This design comes from an exercise in tuning for small area, a short achievable clock period and few clock cycles on the open sky130 flow, not from production work. Function was checked by simulation only, so behaviour that the tests miss may differ from the original. Power is estimated from default activity; no workload was simulated.

==> run Y: inputs <==
==> flow/design.v <==
module alpacacorn #(
	parameter ADR_WIDTH = 6,
	parameter DATA_WIDTH = 8
)(
	input wire clk_i,
	input wire rst_i,
	input wire [DATA_WIDTH-1:0] data_i,
	output wire [DATA_WIDTH-1:0] data_o,
	output wire [ADR_WIDTH-1:0] adr_o,
	output wire we_o
);
	reg [ADR_WIDTH-1:0] pc_reg;	 
	reg [DATA_WIDTH-1:0] a_reg;
	reg carry_reg;
	reg dec_reg;			 
	reg exe_reg;			 
	reg add_reg;			 
	wire [1:0] op = data_i[DATA_WIDTH-1:DATA_WIDTH-2];
	wire is_jcc = dec_reg & (op == 2'b11);
	wire is_sta = dec_reg & (op == 2'b10);
	wire is_alu = dec_reg & ~op[1];
	wire use_arg = dec_reg & ~(op == 2'b11 && carry_reg);
	wire fetch = ~dec_reg | is_jcc;
	wire [DATA_WIDTH:0] sum = {1'b0, a_reg} + {1'b0, data_i};
	assign adr_o = use_arg ? data_i[ADR_WIDTH-1:0] : pc_reg;
	assign we_o = is_sta;
	assign data_o = a_reg;
	always @(posedge clk_i) begin:seq
		add_reg <= op[0];
		if (rst_i) begin
			pc_reg <= 0;
			a_reg <= 0;
			carry_reg <= 0;
			dec_reg <= 0;
			exe_reg <= 0;
		end else begin
			dec_reg <= fetch;
			exe_reg <= is_alu;
			if (fetch) begin
				pc_reg <= adr_o + 1'd1;
			end
			if (exe_reg) begin
				if (add_reg) begin
					{carry_reg, a_reg} <= sum;
				end else begin
					a_reg <= ~(a_reg | data_i);
					carry_reg <= 1'b0;
				end
			end else if (is_jcc) begin
				carry_reg <= 1'b0;
			end
		end
	end
endmodule
==> flow/run.sh <==
#!/bin/bash
# synth_recipe.tcl (not shown) runs the flow's synth.tcl, then flattens the netlist and writes it again
# the make line also repeats each setting of config.mk as NAME=value (left out here)
make -C /OpenROAD-flow-scripts/flow DESIGN_CONFIG=/design/flow/config.mk WORK_HOME=/design/flow/orfs CLKGATE_MAP_FILE= SYNTH_SCRIPT=/design/flow/synth_recipe.tcl finish
==> flow/config.mk <==
export PLATFORM = sky130hd
export DESIGN_NAME = alpacacorn
export DESIGN_NICKNAME = alpacacorn
export VERILOG_FILES = /design/flow/design.v
export SDC_FILE = /design/flow/constraint.sdc
export NUM_CORES = 4
export LEC_CHECK = 0
export CAP_MARGIN = 20
export CORE_MARGIN = 2
export CORE_UTILIZATION = 40
export SLEW_MARGIN = 20
==> flow/constraint.sdc <==
create_clock -name core_clock -period 2.5 [get_ports {clk_i}]
set_input_delay 0.5000 -clock core_clock [delete_from_list [all_inputs] [get_ports {clk_i}]]
set_output_delay 0.5000 -clock core_clock [all_outputs]
set_load 0.01 [all_outputs]
==> run M (differences from run Y) <==
==> flow/design.v (replaced) <==
module alpacacorn #(
	parameter ADR_WIDTH = 6,
	parameter DATA_WIDTH = 8
)(
	input wire clk_i,
	input wire rst_i,
	input wire [DATA_WIDTH-1:0] data_i,
	output wire [DATA_WIDTH-1:0] data_o,
	output wire [ADR_WIDTH-1:0] adr_o,
	output wire we_o
);
	reg [ADR_WIDTH-1:0] pc_reg;	 
	reg [DATA_WIDTH-1:0] a_reg;
	reg carry_reg;
	reg dec_reg;			 
	reg add_reg;			 
	reg nor_reg;			 
	reg fet_reg;			 
	wire [1:0] op = data_i[DATA_WIDTH-1:DATA_WIDTH-2];
	wire [ADR_WIDTH-1:0] arg = data_i[ADR_WIDTH-1:0];
	wire is_jcc = dec_reg & op[1] & op[0];
	wire taken = is_jcc & ~carry_reg;
	wire [DATA_WIDTH-1:0] g0 = a_reg & data_i;
	wire [DATA_WIDTH-1:0] p0 = a_reg | data_i;
	wire [DATA_WIDTH-1:0] x0 = a_reg ^ data_i;
	wire [DATA_WIDTH-1:0] g1, p1, g2, p2, g3;
	genvar i;
	generate
		for (i = 0; i < DATA_WIDTH; i = i + 1) begin:pfx
			if (i % 2 == 1) begin:l1
				assign g1[i] = g0[i] | (p0[i] & g0[i-1]);
				assign p1[i] = p0[i] & p0[i-1];
			end else begin:l1
				assign g1[i] = g0[i];
				assign p1[i] = p0[i];
			end
			if (i % 4 >= 2) begin:l2
				assign g2[i] = g1[i] | (p1[i] & g1[i-(i%4)+1]);
				assign p2[i] = p1[i] & p1[i-(i%4)+1];
			end else begin:l2
				assign g2[i] = g1[i];
				assign p2[i] = p1[i];
			end
			if (i % 8 >= 4) begin:l3
				assign g3[i] = g2[i] | (p2[i] & g2[3]);
			end else begin:l3
				assign g3[i] = g2[i];
			end
		end
	endgenerate
	wire [DATA_WIDTH:0] cy = {g3, 1'b0};
	wire do_add = add_reg & ~rst_i;
	wire do_nor = nor_reg & ~rst_i;
	wire do_hold = ~add_reg & ~nor_reg & ~rst_i;
	wire [DATA_WIDTH-1:0] base = ({DATA_WIDTH{do_nor}} & ~p0) | ({DATA_WIDTH{do_hold}} & a_reg);
	wire [DATA_WIDTH-1:0] nc0 = base | ({DATA_WIDTH{do_add}} & x0);
	wire [DATA_WIDTH-1:0] nc1 = base | ({DATA_WIDTH{do_add}} & ~x0);
	wire [DATA_WIDTH-1:0] a_next;
	generate
		for (i = 0; i < DATA_WIDTH; i = i + 1) begin:anx
			assign a_next[i] = cy[i] ? nc1[i] : nc0[i];
		end
	endgenerate
	assign adr_o = ({ADR_WIDTH{dec_reg}} & arg) | ({ADR_WIDTH{fet_reg}} & pc_reg);
	assign we_o = dec_reg & op[1] & ~op[0];
	assign data_o = a_reg;
	always @(posedge clk_i) begin:seq
		a_reg <= a_next;
		if (rst_i) begin
			pc_reg <= 0;
			carry_reg <= 0;
			dec_reg <= 0;
			fet_reg <= 1;
			add_reg <= 0;
			nor_reg <= 0;
		end else begin
			dec_reg <= ~dec_reg | taken;
			fet_reg <= dec_reg & ~taken;
			add_reg <= dec_reg & ~op[1] & op[0];
			nor_reg <= dec_reg & ~op[1] & ~op[0];
			if (fet_reg) begin
				pc_reg <= pc_reg + 1'd1;
			end else if (taken) begin
				pc_reg <= arg + 1'd1;
			end
			if (add_reg) begin
				carry_reg <= cy[DATA_WIDTH];
			end else if (nor_reg | is_jcc) begin
				carry_reg <= 1'b0;
			end
		end
	end
endmodule
==> flow/flow/run.sh (new file) <==
#!/bin/bash
# Own layout flow: the standard ORFS flow with two changes,
#  - synthesis without the full/half-adder extraction (ADDER_MAP_FILE empty),
#    so ABC maps the adder and incrementer from plain gates;
#  - port buffers of buf_1 instead of the delay-cell buffer buffer_ports
#    picks by default.
# make's output goes to flow.log; ORFS keeps each step's log under orfs/logs.
set -euo pipefail
bash standard.sh ADDER_MAP_FILE= "BUFFER_PORTS_ARGS=-buffer_cell sky130_fd_sc_hd__buf_1" finish > flow.log 2>&1
==> flow/standard.sh (new file) <==
#!/bin/bash
# synth_recipe.tcl (not shown) runs the flow's synth.tcl, then flattens the netlist and writes it again
# the make line also repeats each setting of config.mk as NAME=value (left out here)
make -C /OpenROAD-flow-scripts/flow DESIGN_CONFIG=/design/flow/config.mk WORK_HOME=/design/flow/orfs CLKGATE_MAP_FILE= SYNTH_SCRIPT=/design/flow/synth_recipe.tcl "${@:-finish}"
Settings changed: ABC_AREA from default to 1, CTS_BUF_LIST from default to sky130_fd_sc_hd__clkbuf_8, SETUP_SLACK_MARGIN from default to 1.0.
removed: flow/run.sh
==> run notes <==
In run Y the cell area is higher than in run M, by about 26%. Against run Y, the synthesized cell count of run M is larger by 4.9%. Run Y completed without violations. Run M finished clean. Against run Y, the register-to-register slack of run M is higher by 0.50 ns. Of run Y and run M, run M has the higher sequential share of layout area (gap 6.7 points). First-iteration DRC count: run M is smaller than run Y (about 53%). In run M the worst hold slack is lower than in run Y, by 0.043 ns. Against run M, the die area of run Y is higher by 17%. In run M the worst setup slack is higher than in run Y, by 0.95 ns.
==> figures <==
| quantity | run M | run Y |
|---|---|---|
| Number of gates on the worst path with buffers counted | 3 | 5 |
| Via count | 1291 | 1465 |
| Sequential-cell power consumption | 0.000340 W | 0.000333 W |
| Status | complete, no violations | complete, no violations |
| Layout-to-synthesis area ratio | 1.221x | 1.310x |
| Power share of the sequential group | 45.6% | 43.2% |
| Switching fraction of total power | 32.0% | 32.6% |
| Signal buffers share of area | 10.1% | 19.6% |
| Hold/Removal Path Class | input pin to flip-flop | flip-flop to flip-flop |
| Clock share of power | 28.9% | 25.6% |
| Crit-path max cell delay | 0.42 ns | 0.49 ns |
| Maximum net fanout on the critical path | 7 | 2 |
| Final layout net count | 235 | 252 |
| Routed wire length | 2.98 mm | 3.56 mm |
| Complex-gate fraction of the synthesized area | 25.0% | 23.4% |
| Proportion of cell area occupied by multi-input gates | 50.0% | 52.4% |
| Placed cells | 248 | 262 |
| CTS root buffer | clkbuf_8 | clkbuf_4 |
Testbench counts of run Y, summed over its fixed seeds: cycles 84,402.
Testbench counts of run M, summed over its fixed seeds: cycles 84,964.

-- re-timing with driven ports --
No port has a modelled driver above. Below, the same layouts with a new extraction and two added sets of constraints.
Step 1: set_driving_cell puts a clkbuf_16 on clk_i and a buf_2 on each other input, an assumption about the parent block.
Step 2 times the ports against the registers' clock, not the clock port: input delays grow and output delays shrink by t, the midpoint of the rising clock arrivals with the driver on.
Three values: ideal, step 1, step 2; two values: the first two.
| run | shift t [ns] | slack for setup (ns) | slew at the worst register clock pin (ns) | pins driven straight from the clock port |
|---|---|---|---|---|
| run Y | 0.326 | 0.064 / 0.039 / -0.022 | 0.12 / 0.12 | 1 |
| run M | 0.276 | 1.015 / 0.992 / 0.866 | 0.08 / 0.08 | 1 |
Met with ideal ports but missed after step 2: setup timing in run Y. The setup slack of run M, which loses most, moves by -0.023 ns with the drivers and by -0.149 ns with both steps.
